Background: an optimization exercise with open tools, aiming at small area. Do not read the settings as production practice.
Only simulation tests tie the RTL to the original design; equivalence was not proved.
Power figures rest on the tool's default switching activity, not on a simulated workload.

==> flow/config.mk <==
export PLATFORM = sky130hd
export DESIGN_NAME = mainblock
export DESIGN_NICKNAME = mainblock
export VERILOG_FILES = /design/flow/design.v
export SDC_FILE = /design/flow/constraint.sdc
export NUM_CORES = 4
export LEC_CHECK = 0
export CAP_MARGIN = 20
export CORE_MARGIN = 2
export CORE_UTILIZATION = 40
export SLEW_MARGIN = 20
==> flow/design.v <==
`timescale 1ns / 1ps
module Clock(clk, reset, clk1, clk2, tick1, tick2);
input clk, reset;
output clk1, clk2;
output tick1, tick2;
reg clk1, clk2;
reg [24:0] counter1, counter2;
always@(posedge reset or posedge clk)
begin
    if (reset == 1'b1)
        begin
            clk1 <= 0;
				clk2 <= 0;
            counter1 <= 0;
				counter2 <= 0;
        end
    else
        begin
            counter1 <= counter1 + 1;
				counter2 <= counter2 + 1;
            if ( counter1 == 25)
                begin
                    counter1 <= 0;
                    clk1 <= ~clk1;
                end
				if ( counter2 == 100)
                begin
                    counter2 <= 0;
                    clk2 <= ~clk2;
                end
 end
end
assign tick1 = (counter1 == 25) && (clk1 == 1'b0);
assign tick2 = (counter2 == 100) && (clk2 == 1'b0);
endmodule   
`timescale 1ns / 1ps
module counter(clk, tick2, reset, sec_chuc, sec_dv, min_chuc, min_dv, hour_chuc, hour_dv);
input clk, tick2, reset;
output reg [3:0]sec_chuc, sec_dv, min_chuc, min_dv, hour_chuc, hour_dv;
reg [7:0] sec_o, min_o, hour_o;
always @ (posedge clk or posedge reset) begin
	if (reset) begin 
		sec_chuc=0; sec_dv=0; min_chuc=0; min_dv=0; hour_chuc=0; hour_dv=0;
		sec_o=0; min_o=0; hour_o=0;
	end
	else if (tick2) begin
		if(sec_o == 60) begin
			sec_chuc = 0; sec_dv=0; sec_o=0;
		end
		else begin
			if (sec_o>=50) begin sec_chuc = 5; sec_dv = sec_o - 50; end
			else if (sec_o>=40) begin sec_chuc = 4; sec_dv = sec_o - 40; end
			else if (sec_o>=30) begin sec_chuc = 3; sec_dv = sec_o - 30; end
			else if (sec_o>=20) begin sec_chuc = 2; sec_dv = sec_o - 20; end
			else if (sec_o>=10) begin sec_chuc = 1; sec_dv = sec_o - 10; end
			else begin sec_chuc = 0; sec_dv = sec_o; end
		end
		if(min_o == 60) begin
			min_chuc = 0; min_dv=0; min_o=0;
		end
		else begin
			if (min_o>=50) begin min_chuc = 5; min_dv = min_o - 50; end
			else if (min_o>=40) begin min_chuc = 4; min_dv = min_o - 40; end
			else if (min_o>=30) begin min_chuc = 3; min_dv = min_o - 30; end
			else if (min_o>=20) begin min_chuc = 2; min_dv = min_o - 20; end
			else if (min_o>=10) begin min_chuc = 1; min_dv = min_o - 10; end
			else begin min_chuc = 0; min_dv = min_o; end
		end
if(hour_o == 24) begin
			hour_chuc = 0; hour_dv=0; hour_o=0;
		end
		else begin
			if (hour_o>=20) begin hour_chuc = 2; hour_dv = hour_o - 20; end
			else if (hour_o>=10) begin hour_chuc = 1; hour_dv = hour_o - 10; end
			else begin hour_chuc = 0; hour_dv = hour_o; end
		end
		sec_o = sec_o +1;
		if (sec_o==60) begin min_o = min_o +1; end
		if (min_o==60) begin hour_o = hour_o +1; end
	end
end
endmodule
`timescale 1ns / 1ps
module tm1638(clk, tick1, reset, stb, dio, sclk, data_check, sec_chuc, sec_dv, min_chuc, min_dv, hour_chuc, hour_dv);
input clk, tick1, reset;
output reg stb, dio, sclk;
output reg [7:0] data_check;
input [3:0] sec_chuc, sec_dv, min_chuc, min_dv, hour_chuc, hour_dv;
wire [7:0] sseg1, sseg2, sseg3, sseg4, sseg5, sseg6;
function [7:0] decode_sseg1;
	input [3:0] sec_chuc;
		case(sec_chuc)
			4'd0: decode_sseg1 = 8'h3f;
			4'd1: decode_sseg1 = 8'h06;
			4'd2: decode_sseg1 = 8'h5b;
			4'd3: decode_sseg1 = 8'h4f;
			4'd4: decode_sseg1 = 8'h66;
			4'd5: decode_sseg1 = 8'h6d;
			4'd6: decode_sseg1 = 8'h7d;
			4'd7: decode_sseg1 = 8'h07;
			4'd8: decode_sseg1 = 8'h7f;
			4'd9: decode_sseg1 = 8'h6f;
        endcase
endfunction
function [7:0] decode_sseg2;
	input [3:0] sec_dv;
		case(sec_dv)
			4'd0: decode_sseg2 = 8'h3f;
			4'd1: decode_sseg2 = 8'h06;
			4'd2: decode_sseg2 = 8'h5b;
			4'd3: decode_sseg2 = 8'h4f;
			4'd4: decode_sseg2 = 8'h66;
			4'd5: decode_sseg2 = 8'h6d;
			4'd6: decode_sseg2 = 8'h7d;
			4'd7: decode_sseg2 = 8'h07;
			4'd8: decode_sseg2 = 8'h7f;
			4'd9: decode_sseg2 = 8'h6f;
        endcase
endfunction
function [7:0] decode_sseg3;
	input [3:0] min_chuc;
		case(min_chuc)
			4'd0: decode_sseg3 = 8'h3f;
			4'd1: decode_sseg3 = 8'h06;
			4'd2: decode_sseg3 = 8'h5b;
			4'd3: decode_sseg3 = 8'h4f;
			4'd4: decode_sseg3 = 8'h66;
			4'd5: decode_sseg3 = 8'h6d;
			4'd6: decode_sseg3 = 8'h7d;
			4'd7: decode_sseg3 = 8'h07;
			4'd8: decode_sseg3 = 8'h7f;
			4'd9: decode_sseg3 = 8'h6f;
        endcase
endfunction
function [7:0] decode_sseg4;
	input [3:0] min_dv;
		case(min_dv)
			4'd0: decode_sseg4 = 8'h3f;
			4'd1: decode_sseg4 = 8'h06;
			4'd2: decode_sseg4 = 8'h5b;
			4'd3: decode_sseg4 = 8'h4f;
			4'd4: decode_sseg4 = 8'h66;
			4'd5: decode_sseg4 = 8'h6d;
			4'd6: decode_sseg4 = 8'h7d;
			4'd7: decode_sseg4 = 8'h07;
			4'd8: decode_sseg4 = 8'h7f;
			4'd9: decode_sseg4 = 8'h6f;
        endcase
endfunction
function [7:0] decode_sseg5;
input [3:0] hour_chuc;
 case (hour_chuc)
		4'd0: decode_sseg5 = 8'h3f;
		4'd1: decode_sseg5 = 8'h06;
		4'd2: decode_sseg5 = 8'h5b;
		4'd3: decode_sseg5 = 8'h4f;
		4'd4: decode_sseg5 = 8'h66;
		4'd5: decode_sseg5 = 8'h6d;
		4'd6: decode_sseg5 = 8'h7d;
		4'd7: decode_sseg5 = 8'h07;
		4'd8: decode_sseg5 = 8'h7f;
		4'd9: decode_sseg5 = 8'h6f;
	endcase
endfunction
function [7:0] decode_sseg6;
	input [3:0] hour_dv;
		case(hour_dv)
			4'd0: decode_sseg6 = 8'h3f;
			4'd1: decode_sseg6 = 8'h06;
			4'd2: decode_sseg6 = 8'h5b;
			4'd3: decode_sseg6 = 8'h4f;
			4'd4: decode_sseg6 = 8'h66;
			4'd5: decode_sseg6 = 8'h6d;
			4'd6: decode_sseg6 = 8'h7d;
			4'd7: decode_sseg6 = 8'h07;
			4'd8: decode_sseg6 = 8'h7f;
			4'd9: decode_sseg6 = 8'h6f;
        endcase
endfunction
assign sseg1 = decode_sseg1(sec_chuc);
assign sseg2 = decode_sseg2(sec_dv);
assign sseg3 = decode_sseg3(min_chuc);
assign sseg4 = decode_sseg4(min_dv);
assign sseg5 = decode_sseg5(hour_chuc);
assign sseg6 = decode_sseg6(hour_dv);
wire [47:0]data;
assign data[0*8+7:0*8+0]=sseg1;
assign data[1*8+7:1*8+0]=sseg2;
assign data[2*8+7:2*8+0]=sseg3;
assign data[3*8+7:3*8+0]=sseg4;
assign data[4*8+7:4*8+0]=sseg5;
assign data[5*8+7:5*8+0]=sseg6;
reg [47:0] data_hold;
reg [7:0] command_activate;  
reg [7:0] command_mode;  
reg [7:0] command_addr1;  
reg [7:0] command_addr2;  
reg [7:0] command_addr3;  
reg [7:0] command_addr4;  
reg [7:0] command_addr5;  
reg [7:0] command_addr6;  
integer cnt;
always @ (posedge clk or posedge reset) begin
if (reset) begin
	sclk = 1;
	stb = 1; 
	dio = 0;
	cnt = 0;
	data_check = 0;
end
else if (tick1) begin
	if (cnt == 0) begin 
		command_mode = 8'h44; command_activate = 8'h8f; command_addr1 = 8'hc0; command_addr2 = 8'hc2; command_addr3 = 8'hc4; command_addr4 = 8'hc6; command_addr5 = 8'hc8; command_addr6 = 8'hca;
		data_hold = data;
		stb = 0;
	end
	else if ((cnt >= 1) && (cnt <= 16)) begin  
		data_check = 8'h44;
		dio = command_mode[0];
		sclk = ~sclk;
		if (sclk) begin command_mode=command_mode>>1; end
	end
	else if (cnt == 17) begin  
		data_check = 0;
		stb = 1;
	end
	else if (cnt == 18) begin  
		stb = 0;
	end
	else if ((cnt>=19) && (cnt<=34)) begin  
		data_check = 8'hc0;
		dio = command_addr1[0];
		sclk = ~sclk;
		if (sclk) begin command_addr1 = command_addr1>>1; end
	end
	else if ((cnt>=35) && (cnt<=50)) begin  
		data_check = sseg1;
		dio = data_hold[0];
		sclk = ~ sclk;
		if (sclk) begin data_hold = data_hold >>1; end
	end
	else if (cnt == 51) begin  
		data_check = 0;
		stb = 1;
	end
	else if (cnt == 52) begin  
		stb = 0;
	end
	else if ((cnt>=53) && (cnt<=68)) begin  
		data_check = 8'hc2;
		dio = command_addr2[0];
		sclk = ~sclk;
		if (sclk) begin command_addr2 = command_addr2>>1; end
	end
	else if ((cnt>=69) && (cnt<=84)) begin  
		data_check = sseg2;
		dio = data_hold[0];
		sclk = ~ sclk;
		if (sclk) begin data_hold = data_hold >>1; end
	end
	else if (cnt == 85) begin  
		data_check = 0;
		stb = 1;
	end
	else if (cnt == 86) begin  
		stb = 0;
	end
	else if ((cnt>=87) && (cnt<=102)) begin  
		data_check = 8'hc4;
		dio = command_addr3[0];
		sclk = ~sclk;
		if (sclk) begin command_addr3 = command_addr3>>1; end
	end
	else if ((cnt>=103) && (cnt<=118)) begin  
		data_check = sseg3;
		dio = data_hold[0];
		sclk = ~ sclk;
		if (sclk) begin data_hold = data_hold >>1; end
	end
	else if (cnt == 119) begin  
		data_check = 0;
		stb = 1;
	end
	else if (cnt == 120) begin  
		stb = 0;
	end
	else if ((cnt>=121) && (cnt<=136)) begin  
		data_check = 8'hc6;
		dio = command_addr4[0];
		sclk = ~sclk;
		if (sclk) begin command_addr4 = command_addr4>>1; end
	end
	else if ((cnt>=137) && (cnt<=152)) begin  
		data_check = sseg4;
		dio = data_hold[0];
		sclk = ~ sclk;
		if (sclk) begin data_hold = data_hold >>1; end
	end
	else if (cnt == 153) begin  
		data_check = 0;
		stb = 1;
	end
	else if (cnt == 154) begin  
		stb = 0;
	end
	else if ((cnt>=155) && (cnt<=170)) begin  
		data_check = 8'hc8;
		dio = command_addr5[0];
		sclk = ~sclk;
		if (sclk) begin command_addr5 = command_addr5>>1; end
	end
	else if ((cnt>=171) && (cnt<=186)) begin  
		data_check = sseg5;
		dio = data_hold[0];
		sclk = ~ sclk;
		if (sclk) begin data_hold = data_hold >>1; end
	end
	else if (cnt == 187) begin  
		data_check = 0;
		stb = 1;
	end
	else if (cnt == 188) begin  
		stb = 0;
	end
	else if ((cnt>=189) && (cnt<=204)) begin  
		data_check = 8'hca;
		dio = command_addr6[0];
		sclk = ~sclk;
		if (sclk) begin command_addr6 = command_addr6>>1; end
	end
	else if ((cnt>=205) && (cnt<=220)) begin  
		data_check = sseg6;
		dio = data_hold[0];
		sclk = ~ sclk;
		if (sclk) begin data_hold = data_hold >>1; end
	end
	else if (cnt == 221) begin  
		data_check = 0;
		stb = 1;
	end
	else if (cnt == 222) begin  
		stb = 0;
	end
	else if ((cnt>=223) && (cnt<=238)) begin  
		data_check = 8'h8f;
		dio = command_activate[0];
		sclk = ~sclk;
		if (sclk) begin command_activate = command_activate>>1; end
	end
	else if (cnt == 239) begin  
		data_check = 0;
		stb = 1;
	end
	else if (cnt == 240) begin  
		cnt = -1;
		sclk = 1;
		dio = 0;
	end
	cnt = cnt +1;
end
end
endmodule 
`timescale 1ns / 1ps
module mainblock(clk_50M, reset, dio, sclk, stb, data_check, sec_chuc, sec_dv, min_chuc, min_dv, hour_chuc, hour_dv);
input clk_50M, reset;
wire clk1, clk2;
wire tick1, tick2;
output wire [3:0] sec_chuc, sec_dv, min_chuc, min_dv, hour_chuc, hour_dv;
output wire dio, stb, sclk;
output wire [7:0] data_check;
Clock Clock(clk_50M, reset, clk1, clk2, tick1, tick2);
tm1638 tm1638(clk_50M, tick1, reset, stb, dio, sclk, data_check, sec_chuc, sec_dv, min_chuc, min_dv, hour_chuc, hour_dv);
counter counter (clk_50M, tick2, reset, sec_chuc, sec_dv, min_chuc, min_dv, hour_chuc, hour_dv);
endmodule
==> flow/run.sh <==
#!/bin/bash
# synth_recipe.tcl (not shown) runs the flow's synth.tcl, then flattens the netlist and writes it again
# the make line also repeats each setting of config.mk as NAME=value (left out here)
make -C /OpenROAD-flow-scripts/flow DESIGN_CONFIG=/design/flow/config.mk WORK_HOME=/design/flow/orfs CLKGATE_MAP_FILE= SYNTH_SCRIPT=/design/flow/synth_recipe.tcl finish
==> flow/constraint.sdc <==
create_clock -name core_clock -period 20.0 [get_ports {clk_50M}]
set_input_delay 4.0000 -clock core_clock [delete_from_list [all_inputs] [get_ports {clk_50M}]]
set_output_delay 4.0000 -clock core_clock [all_outputs]
set_load 0.01 [all_outputs]
==> flow_metrics.py <==
metrics = {
    "status": {
        "run_status": "timing/DRC/antenna clean",
    },
    "global_routing": {
        "maximum_number_of_pins_on_one_net_before_global_route_repair": 89,
        "busiest_layer": "met2",
        "global_route.usage.total": 0.187,
        "gr-usage-met3": 0.0322,
        "globalRouteMet2Util": 0.293,
        "use_met1": 0.265,
        "antenna_found_initial": 0,
        "gr-total-overflow": 0,
        "first_pass_grt_wire_length_um": 58600,
        "grt_pass1_vias": 10900,
    },
    "power_and_ir_drop": {
        "power.switching_fraction": 0.207,
        "power_per_cell_area_nw_per_um2": 64.4,
        "netSwitchingPower_w": 0.000213,
        "worst_ir_drop_vdd_v": 0.0000675,
        "clockPowerShare": 0.477,
        "seq_power_share": 0.517,
        "cellInternalPower_w": 0.000814,
        "pwr-share-comb": 0.006,
        "leakage_nw": 6.32,
    },
    "synthesis": {
        "netlist.top_cell.by_area": "sky130_fd_sc_hd__dfrtp_1",
        "syn_inst": 1502,
        "synthArstFlopShare": 0.558,
        "synth-seq-cells": 249,
        "yosysWarnings": 3,
        "synth.distinct_cells": 93,
        "synth_top_flop_cell": "sky130_fd_sc_hd__dfrtp_1",
        "avgSynthCellArea_um2": 9.58,
        "netlist_top_cells_area": "sky130_fd_sc_hd__dfrtp_1 (24%), sky130_fd_sc_hd__edfxtp_1 (23%), sky130_fd_sc_hd__nand2_1 (3.8%), sky130_fd_sc_hd__o21ai_0 (3.6%), sky130_fd_sc_hd__xnor2_1 (3.4%)",
        "synth.top_cell.area_share": 0.238,
        "proportion_of_synthesized_chip_area_in_sequential_cells": 0.471,
        "synthesis.area_um2": 14400,
        "synth_enable_flop_cells": 110,
    },
    "clock_tree": {
        "cts_inserted_buffers": 28,
        "worstSkewPairLatency_ns": 0.55,
        "cts_resized": 0,
        "root_buffer": "sky130_fd_sc_hd__clkbuf_16",
        "tritoncts_clock_tree": "built",
        "ctsHoldBuffers": 0,
        "max-clock-path-buffers": 3,
        "clkSinkCount": 249,
        "clk_transition_reported_paths_ns": 0.06,
        "htreeDepth": 1,
        "post_cts_buffers": 0,
    },
    "finish": {
        "post_layout_nonfiller_instances": 1967,
        "layout-area-overhead-vs-synth_pct": 10.7,
        "nets": 1523,
        "antennaDiodeCount": 0,
        "share_of_final_layout_standard_cells_stronger_than_drive_strength_1": 0.0657,
        "fin_area_um2": 15900,
    },
    "worst_setup_path": {
        "critical_path.endpoint_type": "flop",
        "timing.critical_path.fanout_max": 5,
        "crit_path_start_kind": "primary input",
        "required_ns": 20.24,
        "critPathKind": "in2reg",
        "worst-endpoint-arrival_ns": 6.38,
    },
    "routing": {
        "vias": 11332,
        "avgRoutedWirePerCell_um": 17.9,
        "drt_iter0_drc": 938,
        "postRouteAntennaNets": 0,
        "route.detailed.drc": 0,
        "route.final.wire_length_um": 35200,
        "detail_route.vias_per_cell": 5.76,
        "drt_first_pass_iters": 5,
    },
    "placed_design": {
        "post_dp_cell_area_um2": 15100,
        "globalplace.congestion": 0.874,
        "place_hpwl_um": 23900,
        "place_inst": 1914,
        "numPortBuffers": 32,
        "pre_cts_slack_ns": 13.03,
    },
    "timing": {
        "achievable_clock_frequency_mhz": 163,
        "hold_viol": 0,
        "final.min_clock_period_ns": 6.13,
        "rsz0062_at_grt": "false",
        "worstMarginPinSlew_ns": 0.954,
        "finalSetupViolations": 0,
        "final.setup.worst_slack_ns": 13.87,
        "finalMaxSlewViolations": 0,
        "final_setup_skew_ns": 0.0218,
        "timing.final.crit_share": 0.307,
        "slew_headroom": 0.364,
        "fin_tns_setup_ns": 0,
    },
    "flow_run": {
        "drv_cap": 0,
    },
    "floorplanning": {
        "std_cell_rows": 69,
        "initial_core_util": 0.406,
        "top_level_ports": 37,
        "core_area_um2": 35500,
        "die_x_um": 194,
        "fp.dieH_um": 194,
        "floorplan_die_area_um2": 37500,
    },
    "hold_path": {
        "worstHoldPathType": "reg2reg",
    },
}
cell families after synthesis:
kind of cell	Yosys count	synth area share
xor+xnor	81	0.0493
simple gates	632	0.231
compound gates	338	0.157
buf+inv	137	0.0379
other cells	1	0.000260
mux	26	0.0196
flops	249	0.471
fa+ha+maj	38	0.0329
flip-flops by register name, summed over array words and instances, names as in the netlist, 2 cells and up:
register,count
tm1638.command_addr4,8
counter.min_o,8
counter.hour_o,8
tm1638.command_mode,7
counter.hour_dv,4
Clock.counter2,25
counter.sec_chuc,3
tm1638.data_check,8
counter.sec_o,8
tm1638.command_addr5,8
tm1638.data_hold,47
tm1638.command_addr6,8
tm1638.command_addr3,8
tm1638.command_addr2,8
counter.sec_dv,4
Clock.counter1,25
tm1638.command_activate,8
tm1638.command_addr1,8
counter.min_dv,4
counter.hour_chuc,2
tm1638.cnt,32
counter.min_chuc,3
through the flow:
step,hold slack (ns),total power (W),util
finish,0.477,0.00103,0.449
global route,0.504,0.00106,0.449
CTS,0.482,0.00104,0.449
detailed placement,0.471,0.000548,0.424
global placement,0.466,0.000548,0.424
floorplan,0.447,0.000546,-
metal layers:
layer | wire length, um | part of all wire | vias up
li1 | - | - | 5471
met1 | 16300 | 0.46 | 5520
met2 | 16000 | 0.45 | 279
met3 | 1940 | 0.055 | 62
met4 | 1020 | 0.029 | 0
met5 | 0 | 0 | -
critical path: stages:
cell                              delay [ns]
sky130_fd_sc_hd__clkdlybuf4s50_1        0.48
sky130_fd_sc_hd__nor2_1                 0.41
sky130_fd_sc_hd__o2111ai_1              0.41
sky130_fd_sc_hd__nand2b_1               0.34
sky130_fd_sc_hd__nor3_1                 0.47
sky130_fd_sc_hd__clkbuf_2               0.26
power by group through the flow:
stage	Clock [W]	Combinational (W)	Sequential (W)
finish	0.000490	0.00000625	0.000531
CTS	0.000504	0.00000681	0.000531
global placement	0	0.00000680	0.000541
global route	0.000527	0.00000765	0.000531
detailed placement	0	0.00000682	0.000541
floorplan	0	0.00000498	0.000541
Yosys cell counts, drive strengths merged (18+ instances only):
| master | number |
|---|---|
| xnor2 | 56 |
| a21oi | 60 |
| nor2 | 122 |
| nand3 | 61 |
| ha | 37 |
| and2 | 56 |
| nand2b | 43 |
| nand4 | 36 |
| nor3 | 45 |
| dfrtp | 137 |
| o31ai | 22 |
| xor2 | 25 |
| inv | 38 |
| nor4 | 20 |
| and3 | 18 |
| buf | 22 |
| o21ai | 104 |
| clkbuf | 76 |
| edfxtp | 110 |
| nand2 | 148 |
final cells by class:
| class | instances | area (um2) |
|---|---|---|
| clock buffers | 35 | 727 |
| clock inverters | 17 | 143 |
| fillers | 3332 | 19500 |
| inverters | 39 | 151 |
| multi-input cells | 1119 | 7120 |
| flip-flops and latches | 249 | 6780 |
| well taps | 461 | 577 |
| repair buffers | 47 | 430 |
path summary, 6_finish.rpt:
check                                     endpoint  depth (start not counted)                from  slack (ns)
setup / recovery           tm1638.command_addr5[6]                          6               reset       13.87
hold / removal                  Clock.counter2[24]                          1  Clock.counter2[24]        0.48
setup reg to reg                    tm1638.cnt[16]                          9      tm1638.cnt[10]       15.61
hold reg to reg                 Clock.counter2[24]                          1  Clock.counter2[24]        0.48
max in group asynchronous     tm1638.data_check[3]                          3               reset       14.65
min in group asynchronous           tm1638.cnt[24]                          2               reset        3.96
cell usage in the layout, fill, tap and decap left out, drive strengths merged, types with 18 or more instances in the layout:
cell / count
nor2: 122
inv: 38
clkbuf: 36
nand2: 148
xor2: 25
o31ai: 22
o21ai: 104
and2: 56
edfxtp: 110
dfrtp: 137
nor3: 45
ha: 37
nand2b: 43
nand4: 36
nor4: 20
nand3: 61
a21oi: 60
and3: 18
clkdlybuf4s50: 32
xnor2: 56

[separate check: timing with driven ports]
No port has a modelled driver above. Below, the same layout with a new extraction and two added sets of constraints. Step 1 assumes that a clkbuf_16 drives the clock port and a buf_2 every other input. Step 2 times the ports against the registers' clock, not the clock port: input delays grow and output delays shrink by t, the midpoint of the rising clock arrivals with the driver on. Slacks: no drivers / after step 1 / after step 2; pairs: no drivers / after step 1.
t, ns: 0.593
setup slack, ns: 13.865 / 13.895 / 13.302
worst setup path at the end: input to register
slew at the worst register clock pin (ns): 0.06 / 0.06
After both steps setup and hold are still met in this run. For this run, drivers alone change the setup slack by +0.030 ns; drivers and shift together by -0.563 ns.
